Source: an optimization exercise on an open RTL-to-GDS flow (aim: small area). Production flows keep margins and buffers that such runs may drop.
At most, simulation tests tie the RTL to the original design; equivalence was not proved.
The RTL of runs 2 and 3 was laid out without a check of its function.
The flow treats the clock pin as an ideal source, which a real chip does not have.
Power and IR drop assume default switching activity.

==> design.v <==
`timescale 1ns / 1ps
module secondTest(
input clk,
input rst,
output ledtest, pulse
    );
    localparam [10:0] M    = 11'b01010101010;
    localparam [10:0] PREV = 11'd137;     
    localparam [10:0] POS0 = 11'd275;     
    localparam [10:0] POS1 = 11'd550;     
    localparam [10:0] LAST = 11'd1467;    
    localparam [10:0] M0   = 11'b01111110111;  
    localparam [10:0] ML   = 11'b10110111011;  
    reg [5:0] k;
    reg [10:0] y;
    reg [6:0] q;
    wire [10:0] b = y ^ M;
    wire [10:0] bn = {b[9:0], ~(b[10] ^ b[8])};
    wire at0 = (b & M0) == (POS0 & M0);
    wire segend = (b & ML) == (LAST & ML);
    wire kend = k[5] & k[4] & k[3] & k[2];    
    localparam [63:0] T0 = 64'h0000004dcffffec0;
    localparam [63:0] T1 = 64'h00000026955eaa55;
    localparam [63:0] T2 = 64'h0000001db3333366;
    localparam [63:0] T3 = 64'h000000038a529478;
    localparam [63:0] T4 = 64'h0000000079332780;
    localparam [63:0] T5 = 64'h00000000070c3800;
    localparam [63:0] T6 = 64'h0000000000ffc000;
    localparam [63:0] NN = 64'h2492492492492492;  
    wire [6:0] t = {T6[k], T5[k], T4[k], T3[k], T2[k], T1[k], T0[k]};
    wire nextnogap = NN[k];
    wire [5:0] kc = {k[4:0] & kc[4:0], segend};
    wire [5:0] kn = k ^ kc;
    wire qw = q[6] & q[5] & q[2];
    wire [6:0] qc = {q[5:0] & qc[5:0], 1'b1};
    wire [6:0] qn = q ^ qc;
    always @(posedge clk)
      if (rst) begin
        k <= 6'd0;
        y <= PREV ^ M;
        q <= 7'd100;
      end else begin
        k <= kend ? 6'd0 : kn;
        if (kend) y <= POS0 ^ M;
        else if (segend) y <= (nextnogap ? POS1 : POS0) ^ M;
        else y <= bn ^ M;
        q <= qw ? 7'd0 : qn;
      end
    function lt7(input [6:0] a, input [6:0] c);
      integer i;
      reg r;
      begin
        r = 1'b0;
        for (i = 0; i < 7; i = i + 1)
          r = (~a[i] & c[i]) | (~(a[i] ^ c[i]) & r);
        lt7 = r;
      end
    endfunction
    assign ledtest = ~at0 & lt7(q, t);
    assign pulse = kend;
endmodule
`timescale 1ns / 1ps
module Temp(
input clk, rst,
input pulse, minplus, hrplus,
output reg [3:0] mu,
output reg [2:0] mt,
output reg [3:0] hr
    );
  reg [5:0] s;
  reg r;
  wire flag = s[5] & s[4] & s[3] & s[2];  
  wire src = flag | minplus;
  wire step = src & ~r;
  wire [5:0] sc = {s[4:0] & sc[4:0], pulse};
  wire [5:0] sn = s ^ sc;
  wire sclr = pulse & flag;
  wire mu9 = mu[3] & mu[0];
  wire mt5 = mt[2] & mt[0];
  wire e = step & mu9;
  wire [3:0] mun = {mu[3] ? ~(step & mu[0]) : (step & mu[0] & mu[1] & mu[2]),
                    mu[2] ^ (step & mu[0] & mu[1]),
                    mu[1] ^ (step & mu[0] & ~mu[3]),
                    mu[0] ^ step};
  wire [2:0] mtn = {mt[2] ? ~(e & mt[0]) : (e & mt[0] & mt[1]),
                    mt[1] ^ (e & mt[0] & ~mt[2]),
                    mt[0] ^ e};
  wire c1 = mu9 & mt5;
  wire i1 = step & (hrplus ^ c1);
  wire i2 = step & hrplus & c1;
  wire [4:0] hsum = {1'b0, hr} + {3'd0, i2, i1};
  wire hwrap = hsum[3] & hsum[2] & (hsum[1] | hsum[0]);
  wire [3:0] hn = {hsum[3] & ~hwrap, hsum[2] & ~hwrap, hsum[1:0]};
  always @(posedge clk)
    if (rst) begin
      s <= 6'd0;
      r <= 1'b1;
      mu <= 4'd0;
      mt <= 3'd0;
      hr <= 4'd1;
    end else begin
      s <= {sn[5:2] & {4{~sclr}}, sn[1:0]};
      r <= src;
      mu <= mun;
      mt <= mtn;
      hr <= hn;
    end
endmodule
`timescale 1ns / 1ps
module SevenSegDrive(
input [3:0] d,
output reg [6:0] seg
    );
    always @(*)
      case (d)
        4'd0, 4'd10: seg = 7'b0000001;
        4'd1, 4'd11: seg = 7'b1001111;
        4'd2, 4'd12: seg = 7'b0010010;
        4'd3: seg = 7'b0000110;
        4'd4: seg = 7'b1001100;
        4'd5: seg = 7'b0100100;
        4'd6: seg = 7'b0100000;
        4'd7: seg = 7'b0001111;
        4'd8: seg = 7'b0000000;
        4'd9: seg = 7'b0001100;
        default: seg = 7'b1111111;
      endcase
endmodule
`timescale 1ns / 1ps
module Habilitador(
input clk,
input rst,
output reg [1:0] m
    );
    localparam [6:0] M     = 7'b0101010;
    localparam [6:0] FIRST = 7'd31;
    localparam [6:0] LAST  = 7'd104;      
    localparam [6:0] ML    = 7'b0111101;  
    reg [6:0] y;
    wire [6:0] b = y ^ M;
    wire wrap = (b & ML) == (LAST & ML);
    always @(posedge clk)
      if (rst) begin
        y <= FIRST ^ M;
        m <= 2'd0;
      end else begin
        y <= wrap ? FIRST ^ M : {b[5:0], ~(b[6] ^ b[5])} ^ M;
        m <= {m[1] ^ (wrap & m[0]), m[0] ^ wrap};
      end
endmodule
`timescale 1ns / 1ps
module EnableDisplay(
input [1:0] m,
input [3:0] mu,
input [2:0] mt,
input [3:0] hr,
output reg [3:0] out,
output reg [3:0] d
    );
    always @(*)
      case (m)
        2'd0: begin out = 4'b0111; d = {3'd0, hr >= 4'd10}; end
        2'd1: begin out = 4'b1011; d = mu; end
        2'd2: begin out = 4'b1101; d = {1'b0, mt}; end
        default: begin out = 4'b1110; d = hr; end
      endcase
endmodule
`timescale 1ns / 1ps
module top(
input clk,
input rst,
input minplus, hrplus,
output [3:0]out,
output [6:0]Display,
output ledtest,
output plustest
    );
 wire pulse;
 wire [3:0] mu, hr, d;
 wire [2:0] mt;
 wire [1:0] m;
 secondTest u_second(.clk(clk), .rst(rst), .ledtest(ledtest), .pulse(pulse));
 Temp u_temp(.clk(clk), .rst(rst), .pulse(pulse), .minplus(minplus), .hrplus(hrplus),
             .mu(mu), .mt(mt), .hr(hr));
 Habilitador u_habil(.clk(clk), .rst(rst), .m(m));
 EnableDisplay u_enable(.m(m), .mu(mu), .mt(mt), .hr(hr), .out(out), .d(d));
 SevenSegDrive u_sevenseg(.d(d), .seg(Display));
 assign plustest = 1'b0;
endmodule
==> flow/run.sh <==
#!/bin/bash
# Own layout flow: the standard ORFS flow, with these changes:
#  - synthesis: the standard flow's synthesis script, but without the adder extraction
#    (ADDER_MAP_FILE empty) and with area-only ABC scripts (deepsyn with a
#    few seeds, then amap) in place of ORFS's delay-driven one; the smallest
#    mapping is kept (flow/abc_override.tcl);
#  - port buffers: sky130_fd_sc_hd__buf_1 instead of the resizer's default;
#  - clock: instead of an H-tree, flow/pre_cts.tcl (run by ORFS's CTS step
#    before clock_tree_synthesis, which then leaves the buffered clock alone)
#    drives the registers from a few clock buffers fed by the clock port.
# Each tool's output goes to the ORFS logs under orfs/logs; make's own output
# goes to flow_make.log in this folder.
set -euo pipefail
W=$(pwd)
mkdir -p "$W/abc_scripts"
scripts=""
for seed in $(seq 0 15); do
  f="$W/abc_scripts/deepsyn_$seed.abc"
  printf '%s\n' strash '&get -n' "&deepsyn -S $seed -J 50 -T 120" '&put' 'dch -f' amap > "$f"
  scripts="$scripts $f"
done
{
  printf 'set own_abc_scripts {%s}\n' "$scripts"
  cat "$W/flow/abc_override.tcl"
  cat "$W/synth_recipe.tcl"
} > "$W/own_synth.tcl"
export OWN_CLK_GROUPS=3
export OWN_CLK_BUF=sky130_fd_sc_hd__clkbuf_8
bash "$W/standard.sh" "SYNTH_SCRIPT=$W/own_synth.tcl" "ADDER_MAP_FILE=" \
  "BUFFER_PORTS_ARGS=-buffer_cell sky130_fd_sc_hd__buf_1" \
  "PRE_CTS_TCL=$W/flow/pre_cts.tcl" finish > "$W/flow_make.log" 2>&1
==> flow/abc_override.tcl <==
# Yosys's abc pass as ORFS calls it, but run once per ABC script in
# own_abc_scripts (in place of the script ORFS gives it, and without the
# delay target); the mapping with the smallest cell area is kept.
proc own_area {} {
  global own_liberty
  set s [tee -q -s result.string stat -liberty $own_liberty]
  if { [regexp {Chip area for module '[^']*': ([0-9.eE+-]+)} $s -> a] } {
    return $a
  }
  return 1e30
}
proc abc {args} {
  global own_abc_scripts own_liberty
  set i [lsearch -exact $args -D]
  if { $i >= 0 } { set args [lreplace $args $i [expr { $i + 1 }]] }
  set own_liberty [lindex $args [expr { [lsearch -exact $args -liberty] + 1 }]]
  set i [expr { [lsearch -exact $args -script] + 1 }]
  yosys design -save own_pre_abc
  set best 1e30
  set n 0
  foreach script $own_abc_scripts {
    if { $n > 0 } { yosys design -load own_pre_abc }
    yosys abc {*}[lreplace $args $i $i $script]
    set a [own_area]
    puts "own abc: $script gives cell area $a"
    if { $a < $best } {
      set best $a
      yosys design -save own_best_abc
    }
    incr n
  }
  yosys design -load own_best_abc
  puts "own abc: kept cell area $best"
}
==> flow/pre_cts.tcl <==
# Clock distribution without CTS: the registers are split into
# OWN_CLK_GROUPS groups by position (k-means), and each group's clock pins
# are driven by one OWN_CLK_BUF buffer at the group's centroid, fed straight
# from the clock port.
set dbu [[ord::get_db_tech] getDbUnitsPerMicron]
set pins {}
set pts {}
foreach p [get_pins -hierarchical */CLK] {
  set bb [[[sta::sta_to_db_pin $p] getInst] getBBox]
  lappend pins $p
  lappend pts [list [expr {([$bb xMin] + [$bb xMax]) / 2.0 / $dbu}] [expr {([$bb yMin] + [$bb yMax]) / 2.0 / $dbu}]]
}
set k $::env(OWN_CLK_GROUPS)
set n [llength $pins]
# initial centres: registers spread along the sorted x order
set order [lsort -real -indices [lmap q $pts {lindex $q 0}]]
set cent {}
for {set i 0} {$i < $k} {incr i} {
  lappend cent [lindex $pts [lindex $order [expr {int(($i + 0.5) * $n / $k)}]]]
}
for {set it 0} {$it < 50} {incr it} {
  set asg {}
  foreach q $pts {
    set best 0; set bd 1e30
    for {set i 0} {$i < $k} {incr i} {
      set c [lindex $cent $i]
      set d [expr {abs([lindex $q 0] - [lindex $c 0]) + abs([lindex $q 1] - [lindex $c 1])}]
      if {$d < $bd} { set bd $d; set best $i }
    }
    lappend asg $best
  }
  set new {}
  for {set i 0} {$i < $k} {incr i} {
    set sx 0; set sy 0; set m 0
    foreach q $pts a $asg { if {$a == $i} { set sx [expr {$sx + [lindex $q 0]}]; set sy [expr {$sy + [lindex $q 1]}]; incr m } }
    if {$m > 0} { lappend new [list [expr {$sx / $m}] [expr {$sy / $m}]] } else { lappend new [lindex $cent $i] }
  }
  set cent $new
}
for {set i 0} {$i < $k} {incr i} {
  set grp {}
  foreach p $pins a $asg { if {$a == $i} { lappend grp $p } }
  if {[llength $grp] == 0} { continue }
  puts "clock buffer $i at [lindex $cent $i] for [llength $grp] registers"
  insert_buffer -buffer_cell $::env(OWN_CLK_BUF) -net clk -load_pins $grp -buffer_name clkbuf_own_$i -location [lindex $cent $i]
}
==> standard.sh <==
#!/bin/bash
# synth_recipe.tcl (not shown) runs the flow's synth.tcl, then flattens the netlist and writes it again
# the make line also repeats each setting of config.mk as NAME=value (left out here)
make -C /OpenROAD-flow-scripts/flow DESIGN_CONFIG=/design/flow/config.mk WORK_HOME=/design/flow/orfs CLKGATE_MAP_FILE= SYNTH_SCRIPT=/design/flow/synth_recipe.tcl "${@:-finish}"
==> config.mk <==
export PLATFORM = sky130hd
export DESIGN_NAME = top
export DESIGN_NICKNAME = top
export VERILOG_FILES = /design/flow/design.v
export SDC_FILE = /design/flow/constraint.sdc
export NUM_CORES = 8
export LEC_CHECK = 0
export CAP_MARGIN = 20
export CORE_MARGIN = 2
export CORE_UTILIZATION = 70
export PLACE_DENSITY = 0.8
export SLEW_MARGIN = 20
==> constraint.sdc <==
create_clock -name core_clock -period 10.0 [get_ports {clk}]
set_input_delay 2.0000 -clock core_clock [delete_from_list [all_inputs] [get_ports {clk}]]
set_output_delay 2.0000 -clock core_clock [all_outputs]
set_load 0.01 [all_outputs]
==> results.toml, run 1 <==
[run_status]
outcome = "timing/DRC/antenna clean"

[setup_path]
r2r_cells = 10
end_kind = "output port"
r2r_start = "u_second.k[3]$_SDFF_PP0_"
startpoint = "u_second.k[3]$_SDFF_PP0_"
worstPathArrival_ns = 3.01
critPathMaxFanout = 8
worstPathRequired_ns = 8.00
crit_type = "reg2out"
cp-endpoint = "ledtest"
rr_endpoint = "u_second.y[0]$_SDFF_PP1_"
rrSetupSlack_ns = 7.12
crit_path_start_kind = "flip-flop"

[worst_hold_path]
hold_path_class = "reg2reg"
hold_start = "u_habil.y[1]$_SDFF_PP0_"

[floorplanning]
core_mm2 = 0.00310
row_count = 20
die_h_um = 61.7
start_util = 0.750
ios = 17
die_x_um = 61.7
die-area_mm2 = 0.00380

[drt]
drc_errors = 0
drtAntennaViolNets = 0
wl_um = 5220
vias = 2329
via_per_inst = 6.15
drtPass1Iterations = 5
drt-initial-drc-count = 203
wire_per_inst_um = 13.8

[sta]
timing.fmax_ghz = 0.200
slew_viol_final = 0
layout_min_cycle_time_ns = 5.01
setup_viol_count_final = 0
finClkSkew_ns = 0.0320
timing.slew.headroom = 0.637
tightest_slew_ns = 0.538
setup_tns_ns = 0
hold_ws_ns = 0.377
finalHoldViolCount = 0
fin_crit_sh = 0.501
rsz0062_at_grt = "false"

[synthesis]
synth_edf_count = 0
ys_seq_area_frac = 0.439
synthTopCellsByArea = "dfxtp_1 (44%), nor2_1 (10%), clkinv_1 (6.6%)"
synth_top_area_frac = 0.439
avgSynthCellArea_um2 = 7.34
synth_largest_area_cell = "dfxtp_1"
synth_area_mm2 = 0.00233
ys_dominant_reg_cell = "dfxtp_1"
yosysWarnings = 5
syn_inst = 317
synth-async-reset-ratio = 0
ys_types = 37
synth-seq-cells = 51

[pwr]
clkPwrFrac = 0.232
pwr_density_cell_mw_per_mm2 = 131
peakVddDrop_uv = 132
switching_power_uw = 73.1
p_seq_frac = 0.678
p_leak_uw = 0.000831
swShare = 0.225
comb_power_share = 0.090
p_int_uw = 252

[grt]
grt_overflow_total = 0
grt_pass1_vias = 1922
grt_pass1_wl_um = 8120
grt_use_total = 0.273
antenna_found_initial = 0
grt_max_degree = 22

[final_layout]
drive_gt1_frac = 0.0119
fin_nets = 341
layout_common_cells = "nor2_1 (65), dfxtp_1 (51), clkinv_1 (41)"
fillCellCount = 217
area_growth_pct = 6.56
final_util = 0.799
n_antenna_cell = 0
final_common_cell = "nor2_1"

[clock_network]
path_clk_slew_ns = 0.12
clk_latency_ns = 0.17
postCtsHoldBufs = 0
postCtsSetupBuffers = 0
ctsResizeCount = 0

[placement]
place.gp.congestion = 1.00
dp_hpwl_um = 4050
buffer_ports.inserted = 15

[flow_run]
cap_violations = 0
[sequential cells by signal, summed over array words and instances, names as in the netlist]
register and flops:
u_second.y 11, u_habil.y 7, u_second.q 7, u_second.k 6, u_temp.s 6, u_temp.hr 4, u_temp.mu 4, u_temp.mt 3
u_habil.m 2, u_temp.r 1
[layout make-up, clock buffers not listed]
cell class,count,area [um2],area share
tap,44,55.1,0.0222
sequential,51,1020,0.412
multi-input combinational,224,1140,0.462
inverter,41,154,0.0621
timing repair buffer,16,63.8,0.0257
[critical path, stage by stage (launching register included)]
cell      delay (ns)
dfxtp_1         0.44
clkinv_1        0.23
nor2_1          0.28
clkinv_1        0.13
a221oi_1        0.36
nand2b_1        0.17
nand3_1         0.10
o221a_1         0.28
a21oi_1         0.10
o21ai_0         0.09
a222oi_1        0.22
a21oi_1         0.07
a311oi_1        0.19
buf_1           0.17
[through the flow]
step	total power, uW	worst slack, ns	instances	instance area (um2)
after floorplan	245	5.58	317	2330
after global placement	252	5.29	376	2440
after detailed placement	254	5.28	376	2440
after CTS	312	5.26	379	2480
after global routing	337	4.65	379	2480
final	325	4.99	379	2480
[Yosys cell counts, types with 2 or more instances]
| cell | n |
|---|---|
| nand2_1 | 39 |
| a21oi_1 | 11 |
| and2_0 | 2 |
| dfxtp_1 | 51 |
| clkinv_1 | 41 |
| nor2_1 | 65 |
| o21ai_0 | 24 |
| o32a_1 | 2 |
| o22a_1 | 2 |
| nor2b_1 | 2 |
| nand3_1 | 6 |
| nor3_1 | 21 |
| nor4_1 | 2 |
| o22ai_1 | 7 |
| a221oi_1 | 3 |
| nand4_1 | 2 |
| a211oi_1 | 5 |
| nor4b_1 | 2 |
| a31oi_1 | 4 |
| o221ai_1 | 6 |
| o21a_1 | 2 |
| a311oi_1 | 3 |
[power by group through the flow]
stage	Clock (uW)	Combinational (uW)	Sequential (uW)
final	75.5	29.2	220
after global routing	81.4	33.3	222
after CTS	58.4	29.0	225
after detailed placement	0	28.9	225
after global placement	0	27.6	225
after floorplan	0	22.3	223
[routing by layer]
layer | part of all wire | track usage | wire length, um | up-vias
met5 | 0 | 0 | 0 | -
met2 | 0.48 | 0.475 | 2510 | 86
met3 | 0.056 | 0.0210 | 294 | 17
li1 | - | - | - | 1155
met4 | 0.018 | 0.0486 | 95 | 0
met1 | 0.44 | 0.375 | 2320 | 1071
[cell families (layout without fill, tap and decap cells)]
| kind of cell | Yosys count | count (layout) | share of synthesized area |
|---|---|---|---|
| buffers and inverters | 42 | 60 | 0.0694 |
| AOI/OAI and AO/OA | 78 | 78 | 0.224 |
| DFF | 51 | 51 | 0.439 |
| other | 1 | 1 | 0.00161 |
| and+or+nand+nor | 145 | 145 | 0.266 |
[how the worst min path moves through the flow]
stage	slack, ns	cells past startpoint	to
after floorplan	0.34	1	u_habil.y[2]$_SDFF_PP1_
after global placement	0.35	1	u_habil.y[2]$_SDFF_PP1_
after detailed placement	0.35	1	u_habil.y[2]$_SDFF_PP1_
after CTS	0.35	1	u_habil.y[2]$_SDFF_PP1_
after global routing	0.39	1	u_habil.y[2]$_SDFF_PP1_
final	0.38	1	u_habil.y[2]$_SDFF_PP1_
==> run 2, diff against run 1 <==
--- a/design.v
+++ b/design.v
@@ -154,16 +154,12 @@
 input [3:0] mu,
 input [2:0] mt,
 input [3:0] hr,
-output reg [3:0] out,
-output reg [3:0] d
+output [3:0] out,
+output [3:0] d
     );
-    always @(*)
-      case (m)
-        2'd0: begin out = 4'b0111; d = {3'd0, hr >= 4'd10}; end
-        2'd1: begin out = 4'b1011; d = mu; end
-        2'd2: begin out = 4'b1101; d = {1'b0, mt}; end
-        default: begin out = 4'b1110; d = hr; end
-      endcase
+    assign out = {m[1] | m[0], m[1] | ~m[0], ~m[1] | m[0], ~m[1] | ~m[0]};
+    wire ht = hr[3] & (hr[2] | hr[1]);
+    assign d = m[1] ? (m[0] ? hr : {1'b0, mt}) : (m[0] ? mu : {3'd0, ht});
 endmodule
 `timescale 1ns / 1ps
 module top(
--- a/flow/run.sh
+++ b/flow/run.sh
@@ -14,7 +14,7 @@
 W=$(pwd)
 mkdir -p "$W/abc_scripts"
 scripts=""
-for seed in $(seq 0 15); do
+for seed in $(seq 0 31); do
   f="$W/abc_scripts/deepsyn_$seed.abc"
   printf '%s\n' strash '&get -n' "&deepsyn -S $seed -J 50 -T 120" '&put' 'dch -f' amap > "$f"
   scripts="$scripts $f"
@@ -24,8 +24,8 @@
   cat "$W/flow/abc_override.tcl"
   cat "$W/synth_recipe.tcl"
 } > "$W/own_synth.tcl"
-export OWN_CLK_GROUPS=3
-export OWN_CLK_BUF=sky130_fd_sc_hd__clkbuf_8
+export OWN_CLK_GROUPS=2
+export OWN_CLK_BUF=sky130_fd_sc_hd__clkbuf_16
 bash "$W/standard.sh" "SYNTH_SCRIPT=$W/own_synth.tcl" "ADDER_MAP_FILE=" \
   "BUFFER_PORTS_ARGS=-buffer_cell sky130_fd_sc_hd__buf_1" \
   "PRE_CTS_TCL=$W/flow/pre_cts.tcl" finish > "$W/flow_make.log" 2>&1
--- a/config.mk
+++ b/config.mk
@@ -7,6 +7,5 @@
 export LEC_CHECK = 0
 export CAP_MARGIN = 20
 export CORE_MARGIN = 2
-export CORE_UTILIZATION = 70
-export PLACE_DENSITY = 0.8
+export CORE_UTILIZATION = 40
 export SLEW_MARGIN = 20
==> results.toml, run 2 <==
[pwr]
swShare = 0.224
comb_power_share = 0.088
pwr_density_cell_mw_per_mm2 = 135
clkPwrFrac = 0.253
p_int_uw = 263
p_leak_uw = 0.000853
p_seq_frac = 0.660
peakVddDrop_uv = 138
switching_power_uw = 75.9

[setup_path]
end_kind = "output port"
crit_path_start_kind = "flip-flop"
r2r_start = "u_temp.s[2]$_SDFF_PP0_"
critPathMaxFanout = 8
rrSetupSlack_ns = 7.34
r2r_cells = 11
worstPathArrival_ns = 3.07
rr_endpoint = "u_temp.hr[3]$_SDFF_PP0_"
crit_type = "reg2out"
worstPathRequired_ns = 8.00

[worst_hold_path]
hold_start = "u_habil.y[1]$_SDFF_PP0_"
hold_path_end = "u_habil.y[2]$_SDFF_PP1_"
hold_path_class = "reg2reg"
hold_depth = 1

[synthesis]
synth-seq-cells = 51
synth-async-reset-ratio = 0
ys_top_cells_by_count = "nor2_1 (66), dfxtp_1 (51), nand2_1 (42)"
synth_area_mm2 = 0.00232
yosysWarnings = 4
post-synth-top-count-cell = "nor2_1"
ys_dominant_reg_cell = "dfxtp_1"
synth_largest_area_cell = "dfxtp_1"
synthTopCellsByArea = "dfxtp_1 (44%), nor2_1 (11%), nand2_1 (6.8%)"
syn_inst = 319
synth_top_area_frac = 0.440
avgSynthCellArea_um2 = 7.27
ys_types = 38
synth_edf_count = 0
ys_seq_area_frac = 0.440

[drt]
vias = 2214
drc_errors = 0
drtPass1Iterations = 5
drtAntennaViolNets = 0
wl_um = 4930
wire_per_inst_um = 12.1
drt-initial-drc-count = 82
via_per_inst = 5.43

[floorplanning]
die_x_um = 80.2
ios = 17
core_mm2 = 0.00554
row_count = 27
die-area_mm2 = 0.00642
start_util = 0.419
die_h_um = 80.2

[clock_network]
path_clk_slew_ns = 0.10
postCtsHoldBufs = 0
clk_latency_ns = 0.16
ctsResizeCount = 0
postCtsSetupBuffers = 0

[flow_run]
cap_violations = 0

[placement]
dp_cells = 406
place.gp.congestion = 0.926
dp_hpwl_um = 3850
buffer_ports.inserted = 15

[final_layout]
final_cells = 408
layout_common_cells = "nor2_1 (66), dfxtp_1 (51), nand2_1 (42)"
largest_register_ffs = 11
area_growth_pct = 8.47
reg.largest.list = "u_second.y (11), u_habil.y (7), u_second.q (7)"
fin_nets = 342
fillCellCount = 575
drive_gt1_frac = 0.00893
final_common_cell = "nor2_1"
n_antenna_cell = 0
regMostFlops = "u_second.y"

[sta]
setup_tns_ns = 0
layout_min_cycle_time_ns = 5.07
rsz0062_at_grt = "false"
fin_crit_sh = 0.507
slew_viol_final = 0
finalHoldViolCount = 0
finClkSkew_ns = 0.0115
setup_viol_count_final = 0
hold_ws_ns = 0.382
timing.fmax_ghz = 0.197

[grt]
grt_pass1_vias = 1966
grt_use_total = 0.155
grt_pass1_wl_um = 8470
grt_overflow_total = 0
grt_max_degree = 29
antenna_found_initial = 0

[run_status]
outcome = "timing/DRC/antenna clean"
==> run 2: cell types whose count changed after synthesis, moves of 2 or more <==
cell,previous run,this run
o221ai_1,6,3
nand2_1,39,42
a21oi_1,11,9
a31oi_1,4,7
o31ai_1,0,2
o21ai_0,24,29
a311oi_1,3,1
clkinv_1,41,36
a22oi_1,0,3
o22ai_1,7,3
o32a_1,2,0
a211oi_1,5,7
==> run 2: how the worst max path moves through the flow <==
stage	cells past startpoint	start	slack, ns	endpoint
2_1_floorplan	10	u_habil.m[0]$_SDFF_PP0_	5.57	Display[3]
3_3_place_gp	17	u_second.k[3]$_SDFF_PP0_	5.18	ledtest
3_5_place_dp	17	u_second.k[3]$_SDFF_PP0_	5.15	ledtest
4_1_cts	17	u_second.k[3]$_SDFF_PP0_	5.13	ledtest
5_1_grt	17	u_second.k[3]$_SDFF_PP0_	4.52	ledtest
6_report	17	u_second.k[3]$_SDFF_PP0_	4.93	ledtest
==> run 2: layer usage <==
| layer | up-vias | share of wire | global-route usage |
|---|---|---|---|
| li1 | 1155 | - | - |
| met1 | 1003 | 0.50 | 0.223 |
| met2 | 52 | 0.44 | 0.263 |
| met3 | 4 | 0.051 | 0.0101 |
| met4 | 0 | 0.010 | 0.0169 |
| met5 | - | 0 | 0 |
==> run 2: metrics by stage <==
stage	instance area, um2	setup slack, ns	total power [uW]	utilization
6_report	2520	4.93	338	0.454
5_1_grt	2520	4.52	356	0.454
4_1_cts	2520	5.13	325	0.454
3_5_place_dp	2470	5.15	258	0.445
3_3_place_gp	2470	5.18	258	0.445
2_1_floorplan	2320	5.57	249	-
==> run 2: critical path: stages, from the launching register on <==
cell and delay, ns:
dfxtp_1 0.43, clkinv_1 0.24, nor2_1 0.29, nor2_1 0.14, nand2_1 0.11, o21a_1 0.17
nand2_1 0.10, nor3_1 0.16, o21ai_0 0.11, o21ai_0 0.07, o21ai_0 0.10, a221oi_1 0.24
o21ai_0 0.14, o21ai_0 0.08, nor2b_1 0.14, nor2_1 0.07, a41oi_1 0.16, buf_1 0.17
==> run 2: final cells by class, clock buffers not listed <==
cell class	instances	area, um2	share of cell area
inverters	36	135	0.0537
repair buffers	16	63.8	0.0254
multi-input cells	231	1160	0.459
flip-flops and latches	51	1020	0.406
well taps	72	90.1	0.0358
==> run 2: cells by family (layout without fill, tap and decap cells) <==
family | Yosys count | in the layout | synth area share
compound gates | 81 | 81 | 0.224
buf+inv | 37 | 54 | 0.0615
flops | 51 | 51 | 0.440
other cells | 1 | 1 | 0.00162
simple gates | 149 | 149 | 0.272
==> run 2: power by group through the flow <==
| stage | clock network, uW | logic (uW) | registers, uW |
|---|---|---|---|
| floorplan | 0 | 23.4 | 225 |
| global placement | 0 | 29.4 | 228 |
| detailed placement | 0 | 30.0 | 228 |
| CTS | 67.0 | 30.0 | 228 |
| global route | 96.4 | 34.9 | 225 |
| finish | 85.5 | 29.7 | 223 |
==> run 3, diff against run 2 <==
--- a/config.mk
+++ b/config.mk
@@ -8,4 +8,5 @@
 export CAP_MARGIN = 20
 export CORE_MARGIN = 2
 export CORE_UTILIZATION = 40
+export GPL_TIMING_DRIVEN = 0
 export SLEW_MARGIN = 20
==> results.toml, run 3 <==
[grt]
grtUsageMet3 = 0.0112
gr-usage-met1 = 0.217
grt-busiest-layer = "met2"
met2_usage = 0.270
grt_pass1_wl_um = 8360
grt_use_total = 0.154
grt_overflow_total = 0
grt_pass1_vias = 1923
grt_max_degree = 29
antenna_found_initial = 0

[setup_path]
worstPathRequired_ns = 8.00
rr_endpoint = "u_temp.hr[3]$_SDFF_PP0_"
rrSetupSlack_ns = 7.51
r2r_start = "u_temp.s[2]$_SDFF_PP0_"
slowest_stage = "dfxtp_1"
crit_type = "reg2out"
critPathMaxFanout = 8
critPathMaxStageDelay_ns = 0.44
cpMostUsedCell = "o21ai_0"
crit_path_start_kind = "flip-flop"
r2r_cells = 11
worstPathArrival_ns = 3.18
end_kind = "output port"
worstPathCellList = "clkinv_1 > nor2_1 > nor2_1 > nand2_1 > o21a_1 > nand2_1 > nor3_1 > o21ai_0 > o21ai_0 > o21ai_0 > a221oi_1 > o21ai_0 > o21ai_0 > nor2b_1 > nor2_1 > a41oi_1 > buf_1"

[floorplanning]
row_count = 27
core_mm2 = 0.00554
die-area_mm2 = 0.00642
die_h_um = 80.2
ios = 17
die_x_um = 80.2
start_util = 0.419

[synthesis]
synth_area_mm2 = 0.00232
post-synth-top-count-cell = "nor2_1"
synth-seq-cells = 51
synth-async-reset-ratio = 0
synth_fa_ha_area_frac = 0
synth_top_family_by_area = "simple AND/OR/NAND/NOR gates"
ys_seq_area_frac = 0.440
ys_top_cells_by_count = "nor2_1 (66), dfxtp_1 (51), nand2_1 (42)"
synth_top_area_frac = 0.440
synth_edf_count = 0
syn_inst = 319
yosys.area_share.simple = 0.272
synth_largest_area_cell = "dfxtp_1"
synth_compound_area_frac = 0.224
ys_types = 38
yosysWarnings = 4
synthTopCellsByArea = "dfxtp_1 (44%), nor2_1 (11%), nand2_1 (6.8%)"
synthXorXnorAreaFrac = 0
ys_dominant_reg_cell = "dfxtp_1"
synth.area.mux_share = 0
avgSynthCellArea_um2 = 7.27

[sta]
layout_min_cycle_time_ns = 5.18
rsz0062_at_grt = "false"
setup_tns_ns = 0
timing.slew.headroom = 0.483
tightest_slew_ns = 0.776
finClkSkew_ns = 0.0138
finalHoldViolCount = 0
fin_crit_sh = 0.518
setup_viol_count_final = 0
slew_viol_final = 0
timing.fmax_ghz = 0.193

[placement]
placed_cell_area_mm2 = 0.00247
buffer_ports.inserted = 15
dp_cells = 406
place.gp.congestion = 0.900
dp_hpwl_um = 3710

[clock_network]
ctsResizeCount = 0
postCtsSetupBuffers = 0
postCtsHoldBufs = 0
clk_latency_ns = 0.16
path_clk_slew_ns = 0.10

[pwr]
pwr_density_cell_mw_per_mm2 = 135
power_uw = 339
peakVddDrop_uv = 109
p_leak_uw = 0.000854

[drt]
wl_um = 4800
vias = 2170
drtPass1Iterations = 5
drtAntennaViolNets = 0
drc_errors = 0
drt-initial-drc-count = 80
via_per_inst = 5.32
wire_per_inst_um = 11.8

[final_layout]
drive_gt1_frac = 0.00893
reg.largest.list = "u_second.y (11), u_habil.y (7), u_second.q (7)"
area_growth_pct = 8.47
largest_register_ffs = 11
regMostFlops = "u_second.y"
fin_nets = 342
finalInstanceArea_mm2 = 0.00252
final_common_cell = "nor2_1"
final_util = 0.454
n_antenna_cell = 0
layout_common_cells = "nor2_1 (66), dfxtp_1 (51), nand2_1 (42)"
final_cells = 408

[flow_run]
cap_violations = 0

[run_status]
outcome = "timing/DRC/antenna clean"

[worst_hold_path]
hold_depth = 1
hold_path_end = "u_habil.y[2]$_SDFF_PP1_"
hold_start = "u_habil.y[1]$_SDFF_PP0_"
hold_path_class = "reg2reg"
-- run 3: cell counts after synthesis --
Identical to the previous run, type by type.
-- run 3: cell type report, clock buffers not listed --
class                   count  area, um2
plain buffers               1       7.51
fillers                   585       3020
inverters                  36        135
multi-input cells         231       1160
flip-flops and latches     51       1020
well taps                  72       90.1
repair buffers             15       56.3
-- run 3: power breakdown --
| part | total (uW) | switching [uW] | internal, uW |
|---|---|---|---|
| Combinational | 29.3 | 17.5 | 11.8 |
| Sequential | 223 | 9.12 | 214 |
| Clock | 86.2 | 49.5 | 36.8 |
| Total | 339 | 76.1 | 263 |
-- run 3: metal layers --
metal / vias up / part of all wire
li1: 1152 / -
met1: 960 / 0.51
met2: 56 / 0.43
met3: 2 / 0.054
met4: 0 / 0.0052
met5: - / 0
-- run 3: worst max path at each step --
stage / start / endpoint / cells after the start
after floorplan: u_habil.m[0]$_SDFF_PP0_ / Display[3] / 10
after global placement: u_second.k[3]$_SDFF_PP0_ / ledtest / 17
after detailed placement: u_second.k[3]$_SDFF_PP0_ / ledtest / 17
after CTS: u_second.k[3]$_SDFF_PP0_ / ledtest / 17
after global routing: u_second.k[3]$_SDFF_PP0_ / ledtest / 17
final: u_second.k[3]$_SDFF_PP0_ / ledtest / 17
-- run 3: worst max-delay path: cells and delay by family, from the launching register on --
| family | cells | cell delay (ns) |
|---|---|---|
| AO/OA/AOI/OAI | 8 | 1.14 |
| buffers and inverters | 2 | 0.43 |
| flip-flops | 1 | 0.44 |
| AND/OR/NAND/NOR | 7 | 1.02 |
-- run 3: through the flow --
step	setup slack (ns)	hold slack, ns
finish	4.82	0.353
global route	4.45	0.379
CTS	4.99	0.351
detailed placement	5.01	0.351
global placement	5.01	0.346
floorplan	5.57	0.343
-- run 3: kinds of logic (layout without fill, tap and decap cells) --
logic type | after synthesis | in the layout
other | 1 | 1
AOI/OAI and AO/OA | 81 | 81
DFF | 51 | 51
buffers and inverters | 37 | 54
and+or+nand+nor | 149 | 149
==> run 4, diff against run 3 <==
--- a/design.v
+++ b/design.v
@@ -154,12 +154,16 @@
 input [3:0] mu,
 input [2:0] mt,
 input [3:0] hr,
-output [3:0] out,
-output [3:0] d
+output reg [3:0] out,
+output reg [3:0] d
     );
-    assign out = {m[1] | m[0], m[1] | ~m[0], ~m[1] | m[0], ~m[1] | ~m[0]};
-    wire ht = hr[3] & (hr[2] | hr[1]);
-    assign d = m[1] ? (m[0] ? hr : {1'b0, mt}) : (m[0] ? mu : {3'd0, ht});
+    always @(*)
+      case (m)
+        2'd0: begin out = 4'b0111; d = {3'd0, hr >= 4'd10}; end
+        2'd1: begin out = 4'b1011; d = mu; end
+        2'd2: begin out = 4'b1101; d = {1'b0, mt}; end
+        default: begin out = 4'b1110; d = hr; end
+      endcase
 endmodule
 `timescale 1ns / 1ps
 module top(
--- a/flow/run.sh
+++ b/flow/run.sh
@@ -5,6 +5,9 @@
 #    few seeds, then amap) in place of ORFS's delay-driven one; the smallest
 #    mapping is kept (flow/abc_override.tcl);
 #  - port buffers: sky130_fd_sc_hd__buf_1 instead of the resizer's default;
+#    the buffers synthesis leaves (the one on the constant output) are
+#    removed at floorplan (REMOVE_ABC_BUFFERS), as the standard flow's
+#    timing-driven placement does;
 #  - clock: instead of an H-tree, flow/pre_cts.tcl (run by ORFS's CTS step
 #    before clock_tree_synthesis, which then leaves the buffered clock alone)
 #    drives the registers from a few clock buffers fed by the clock port.
@@ -28,4 +31,4 @@
 export OWN_CLK_BUF=sky130_fd_sc_hd__clkbuf_16
 bash "$W/standard.sh" "SYNTH_SCRIPT=$W/own_synth.tcl" "ADDER_MAP_FILE=" \
   "BUFFER_PORTS_ARGS=-buffer_cell sky130_fd_sc_hd__buf_1" \
-  "PRE_CTS_TCL=$W/flow/pre_cts.tcl" finish > "$W/flow_make.log" 2>&1
+  "PRE_CTS_TCL=$W/flow/pre_cts.tcl" "REMOVE_ABC_BUFFERS=1" finish > "$W/flow_make.log" 2>&1
--- a/flow/abc_override.tcl
+++ b/flow/abc_override.tcl
@@ -3,6 +3,7 @@
 # delay target); the mapping with the smallest cell area is kept.
 proc own_area {} {
   global own_liberty
+  opt_clean -purge
   set s [tee -q -s result.string stat -liberty $own_liberty]
   if { [regexp {Chip area for module '[^']*': ([0-9.eE+-]+)} $s -> a] } {
     return $a
==> results.toml, run 4 <==
[floorplanning]
die-area_mm2 = 0.00639
die_h_um = 79.9
row_count = 27
ios = 17
die_x_um = 79.9
start_util = 0.416
core_mm2 = 0.00554

[setup_path]
rr_endpoint = "u_second.y[4]$_SDFF_PP0_"
r2r_start = "u_second.k[2]$_SDFF_PP0_"
critPathMaxFanout = 8
crit_path_start_kind = "flip-flop"
crit_type = "reg2out"
end_kind = "output port"
worstPathArrival_ns = 3.09
rrSetupSlack_ns = 7.32
worstPathRequired_ns = 8.00
r2r_cells = 12

[final_layout]
finalInstanceArea_mm2 = 0.00249
drive_gt1_frac = 0.00602
largest_register_ffs = 11
fin_nets = 338
regMostFlops = "u_second.y"
reg.largest.list = "u_second.y (11), u_habil.y (7), u_second.q (7)"
final_common_cell = "nor2_1"
layout_common_cells = "nor2_1 (68), dfxtp_1 (51), nand2_1 (42)"
n_antenna_cell = 0
area_growth_pct = 8.19
final_util = 0.450

[pwr]
p_int_uw = 261
comb_power_share = 0.086
pwr_density_cell_mw_per_mm2 = 134
peakVddDrop_uv = 113
clkPwrFrac = 0.255
swShare = 0.220
p_seq_frac = 0.659
switching_power_uw = 73.3
p_leak_uw = 0.000835

[worst_hold_path]
hold_path_end = "u_habil.y[2]$_SDFF_PP1_"
hold_depth = 1
hold_start = "u_habil.y[1]$_SDFF_PP0_"
hold_path_class = "reg2reg"

[synthesis]
synthTopCellsByArea = "dfxtp_1 (44%), nor2_1 (11%), nand2_1 (6.8%)"
yosys.area_share.simple = 0.279
synth_compound_area_frac = 0.213
synth_area_mm2 = 0.00231
ys_top_cells_by_count = "nor2_1 (68), dfxtp_1 (51), nand2_1 (42)"
ys_types = 36
post-synth-top-count-cell = "nor2_1"
avgSynthCellArea_um2 = 7.30
synthXorXnorAreaFrac = 0
synth-seq-cells = 51
syn_inst = 316
synth.area.mux_share = 0
synth-async-reset-ratio = 0
synth_top_area_frac = 0.443
yosysWarnings = 5
synth_edf_count = 0
ys_seq_area_frac = 0.443
synth_top_family_by_area = "simple AND/OR/NAND/NOR gates"
synth_largest_area_cell = "dfxtp_1"
synth_fa_ha_area_frac = 0
ys_dominant_reg_cell = "dfxtp_1"

[sta]
timing.fmax_ghz = 0.197
fin_crit_sh = 0.509
setup_tns_ns = 0
rsz0062_at_grt = "false"
layout_min_cycle_time_ns = 5.09
timing.slew.headroom = 0.448
slew_viol_final = 0
finalHoldViolCount = 0
setup_viol_count_final = 0
finClkSkew_ns = 0.0105
tightest_slew_ns = 0.820
hold_ws_ns = 0.380

[drt]
drtPass1Iterations = 5
wire_per_inst_um = 11.7
vias = 2156
drt-initial-drc-count = 94
wl_um = 4740
drtAntennaViolNets = 0
via_per_inst = 5.34
drc_errors = 0

[run_status]
outcome = "timing/DRC/antenna clean"

[clock_network]
postCtsSetupBuffers = 0
ctsResizeCount = 0
postCtsHoldBufs = 0
path_clk_slew_ns = 0.09
clk_latency_ns = 0.16

[placement]
placed_cell_area_mm2 = 0.00244
buffer_ports.inserted = 15
place.gp.congestion = 0.891
dp_hpwl_um = 3680

[grt]
antenna_found_initial = 0
grt_pass1_wl_um = 8520
grt_overflow_total = 0
grt_use_total = 0.156
grt_pass1_vias = 1986
grt_max_degree = 29

[flow_run]
cap_violations = 0
run 4: metrics by stage:
step                      instances  setup slack, ns  total power [uW]
after floorplan                 315             5.53               246
after global placement          402             5.09               253
after detailed placement        402             5.13               254
after CTS                       404             5.12               321
after global routing            404             4.61               352
final                           404             4.91               334
run 4: layout make-up, clock buffers not listed:
class	count	area (um2)
inverter	37	139
fill	590	3050
tap	72	90.1
multi-input combinational	227	1140
sequential	51	1020
timing repair buffer	15	56.3
run 4: logic make-up (layout without fill, tap and decap cells):
logic type | after synthesis | count (layout)
AO/OA/AOI/OAI | 75 | 75
flip-flops | 51 | 51
other | 1 | 1
AND/OR/NAND/NOR | 151 | 151
buffers and inverters | 38 | 54
run 4: critical path, cell delays in order, from the launching register on:
cell	delay [ns]
dfxtp_1	0.50
clkinv_1	0.28
nor2_1	0.37
clkinv_1	0.19
o22ai_1	0.24
nor2_1	0.09
o32a_1	0.15
o21ai_0	0.23
a222oi_1	0.15
a2111oi_0	0.31
a21oi_1	0.09
nor3_1	0.16
buf_1	0.17
run 4: worst max path at each step:
stage / to / startpoint / slack, ns / cells past startpoint
2_1_floorplan: Display[3] / u_habil.m[1]$_SDFF_PP0_ / 5.53 / 10
3_3_place_gp: ledtest / u_second.k[2]$_SDFF_PP0_ / 5.09 / 12
3_5_place_dp: ledtest / u_second.k[2]$_SDFF_PP0_ / 5.13 / 12
4_1_cts: ledtest / u_second.k[2]$_SDFF_PP0_ / 5.12 / 12
5_1_grt: ledtest / u_second.k[2]$_SDFF_PP0_ / 4.61 / 12
6_report: ledtest / u_second.k[2]$_SDFF_PP0_ / 4.91 / 12
run 4: power groups by stage:
stage	Combinational, uW	Sequential (uW)	Clock, uW
floorplan	22.6	223	0
global placement	28.4	225	0
detailed placement	28.9	225	0
CTS	29.1	225	67.0
global route	34.5	222	96.2
finish	28.8	220	85.1
run 4: metal layers:
metal	global-route usage	up-vias	part of all wire
li1	-	1135	-
met1	0.218	972	0.49
met2	0.270	45	0.45
met3	0.0136	4	0.046
met4	0.0203	0	0.0080
met5	0	-	0
==> run 5, diff against run 4 <==
--- a/flow/run.sh
+++ b/flow/run.sh
@@ -1,9 +1,9 @@
 #!/bin/bash
 # Own layout flow: the standard ORFS flow, with these changes:
 #  - synthesis: the standard flow's synthesis script, but without the adder extraction
-#    (ADDER_MAP_FILE empty) and with area-only ABC scripts (deepsyn with a
-#    few seeds, then amap) in place of ORFS's delay-driven one; the smallest
-#    mapping is kept (flow/abc_override.tcl);
+#    (ADDER_MAP_FILE empty) and with area-only ABC scripts (deepsyn with 32
+#    seeds, each followed by amap) in place of ORFS's delay-driven one; the
+#    smallest mapping is kept (flow/abc_override.tcl);
 #  - port buffers: sky130_fd_sc_hd__buf_1 instead of the resizer's default;
 #    the buffers synthesis leaves (the one on the constant output) are
 #    removed at floorplan (REMOVE_ABC_BUFFERS), as the standard flow's
==> results.toml, run 5 <==
[drt]
drc_errors = 0
via_per_inst = 5.34
drtPass1Iterations = 5
drtAntennaViolNets = 0
wire_per_inst_um = 11.7
vias = 2156
wl_um = 4740
drt-initial-drc-count = 94

[placement]
placed_cell_area_mm2 = 0.00244
place.gp.congestion = 0.891
dp_hpwl_um = 3680
buffer_ports.inserted = 15

[synthesis]
syn_inst = 316
synth_edf_count = 0
yosysWarnings = 5
avgSynthCellArea_um2 = 7.30
synth-async-reset-ratio = 0
ys_top_cells_by_count = "nor2_1 (68), dfxtp_1 (51), nand2_1 (42)"
synth_largest_area_cell = "dfxtp_1"
ys_dominant_reg_cell = "dfxtp_1"
post-synth-top-count-cell = "nor2_1"
ys_types = 36
synth_area_mm2 = 0.00231
synth-seq-cells = 51
synth_top_area_frac = 0.443
ys_seq_area_frac = 0.443
synthTopCellsByArea = "dfxtp_1 (44%), nor2_1 (11%), nand2_1 (6.8%)"

[worst_hold_path]
hold_path_end = "u_habil.y[2]$_SDFF_PP1_"
hold_depth = 1
hold_start = "u_habil.y[1]$_SDFF_PP0_"
hold_path_class = "reg2reg"

[sta]
hold_ws_ns = 0.380
setup_viol_count_final = 0
finClkSkew_ns = 0.0105
slew_viol_final = 0
timing.slew.headroom = 0.448
tightest_slew_ns = 0.820
setup_tns_ns = 0
layout_min_cycle_time_ns = 5.09
fin_crit_sh = 0.509
rsz0062_at_grt = "false"
finalHoldViolCount = 0
timing.fmax_ghz = 0.197

[setup_path]
r2r_start = "u_second.k[2]$_SDFF_PP0_"
rrSetupSlack_ns = 7.32
rr_endpoint = "u_second.y[4]$_SDFF_PP0_"
critPathMaxFanout = 8
r2r_cells = 12
worstPathArrival_ns = 3.09
crit_path_start_kind = "flip-flop"
worstPathRequired_ns = 8.00
crit_type = "reg2out"
end_kind = "output port"

[clock_network]
postCtsHoldBufs = 0
postCtsSetupBuffers = 0
path_clk_slew_ns = 0.09
clk_latency_ns = 0.16
ctsResizeCount = 0

[floorplanning]
start_util = 0.416
die_h_um = 79.9
ios = 17
row_count = 27
core_mm2 = 0.00554
die_x_um = 79.9
die-area_mm2 = 0.00639

[final_layout]
area_growth_pct = 8.19
largest_register_ffs = 11
layout_common_cells = "nor2_1 (68), dfxtp_1 (51), nand2_1 (42)"
fin_nets = 338
finalInstanceArea_mm2 = 0.00249
n_antenna_cell = 0
drive_gt1_frac = 0.00602
regMostFlops = "u_second.y"
reg.largest.list = "u_second.y (11), u_habil.y (7), u_second.q (7)"
final_common_cell = "nor2_1"

[pwr]
p_leak_uw = 0.000835
peakVddDrop_uv = 113
pwr_density_cell_mw_per_mm2 = 134

[flow_run]
cap_violations = 0

[grt]
grt_use_total = 0.156
grt_pass1_wl_um = 8520
grt_max_degree = 29
grt_overflow_total = 0
grt_pass1_vias = 1986
antenna_found_initial = 0

[run_status]
outcome = "timing/DRC/antenna clean"
-- run 5: cell counts after synthesis --
Identical to the previous run, type by type.
-- run 5: how the worst max path moves through the flow --
| stage | startpoint | slack, ns | depth (start not counted) | end |
|---|---|---|---|---|
| 4_1_cts | u_second.k[2]$_SDFF_PP0_ | 5.12 | 12 | ledtest |
| 5_1_grt | u_second.k[2]$_SDFF_PP0_ | 4.61 | 12 | ledtest |
| 2_1_floorplan | u_habil.m[1]$_SDFF_PP0_ | 5.53 | 10 | Display[3] |
| 3_3_place_gp | u_second.k[2]$_SDFF_PP0_ | 5.09 | 12 | ledtest |
| 3_5_place_dp | u_second.k[2]$_SDFF_PP0_ | 5.13 | 12 | ledtest |
| 6_report | u_second.k[2]$_SDFF_PP0_ | 4.91 | 12 | ledtest |
-- run 5: routing by layer --
| metal | global-route usage | share of wire | wire length, um | vias to the layer above |
|---|---|---|---|---|
| met4 | 0.0203 | 0.0080 | 38 | 0 |
| met1 | 0.218 | 0.49 | 2340 | 972 |
| met3 | 0.0136 | 0.046 | 220 | 4 |
| li1 | - | - | - | 1135 |
| met2 | 0.270 | 0.45 | 2140 | 45 |
| met5 | 0 | 0 | 0 | - |
-- run 5: logic make-up after synthesis --
family / synth area share
and+or+nand+nor: 0.279
buffers and inverters: 0.0635
other: 0.00163
DFF: 0.443
AOI/OAI and AO/OA: 0.213
-- run 5: cell type report, clock buffers not listed --
cell class              instances  area (um2)
multi-input cells             227        1140
fillers                       590        3050
repair buffers                 15        56.3
flip-flops and latches         51        1020
well taps                      72        90.1
inverters                      37         139
-- run 5: critical path: stages (launching register included) --
cell and delay, ns:
dfxtp_1 0.50, clkinv_1 0.28, nor2_1 0.37, clkinv_1 0.19, o22ai_1 0.24, nor2_1 0.09, o32a_1 0.15, o21ai_0 0.23
a222oi_1 0.15, a2111oi_0 0.31, a21oi_1 0.09, nor3_1 0.16, buf_1 0.17
-- run 5: power by group --
group | internal (uW) | switching (uW)
sequential | 213 | 6.84
combinational | 10.7 | 18.1
clock | 36.7 | 48.4
total | 261 | 73.3
-- run 5: stage by stage --
step                      worst slack (ns)   util  power (uW)  std cells
after global routing                  4.61  0.450         352        404
after global placement                5.09  0.441         253        402
after detailed placement              5.13  0.441         254        402
after floorplan                       5.53      -         246        315
final                                 4.91  0.450         334        404
after CTS                             5.12  0.450         321        404

-- re-timing with driven ports --
In the flow no input, the clock included, has a driving cell. The finished layouts below were timed again as built, in two steps.
Step 1: set_driving_cell puts a clkbuf_16 on clk and a buf_2 on each other input, an assumption about the parent block.
Step 2 adds t to the input delays and takes it off the output delays; t is the mean of the earliest and latest rising clock arrival at the registers after step 1. Input paths then give back, and output paths get back, about the clock's delay inside the block.
Slacks: ideal / step 1 / step 2; pairs: ideal / step 1.
run | shift t [ns] | setup slack, ns | worst setup path at the end
run 1 | 0.198 | 4.993 / 4.948 / 5.146 | register to output
run 2 | 0.199 | 4.928 / 4.884 / 5.083 | register to output
run 3 | 0.201 | 4.819 / 4.774 / 4.974 | register to output
run 4 | 0.202 | 4.913 / 4.866 / 5.067 | register to output
run 5 | 0.202 | 4.913 / 4.866 / 5.067 | register to output
After both steps every run listed still meets setup and hold.
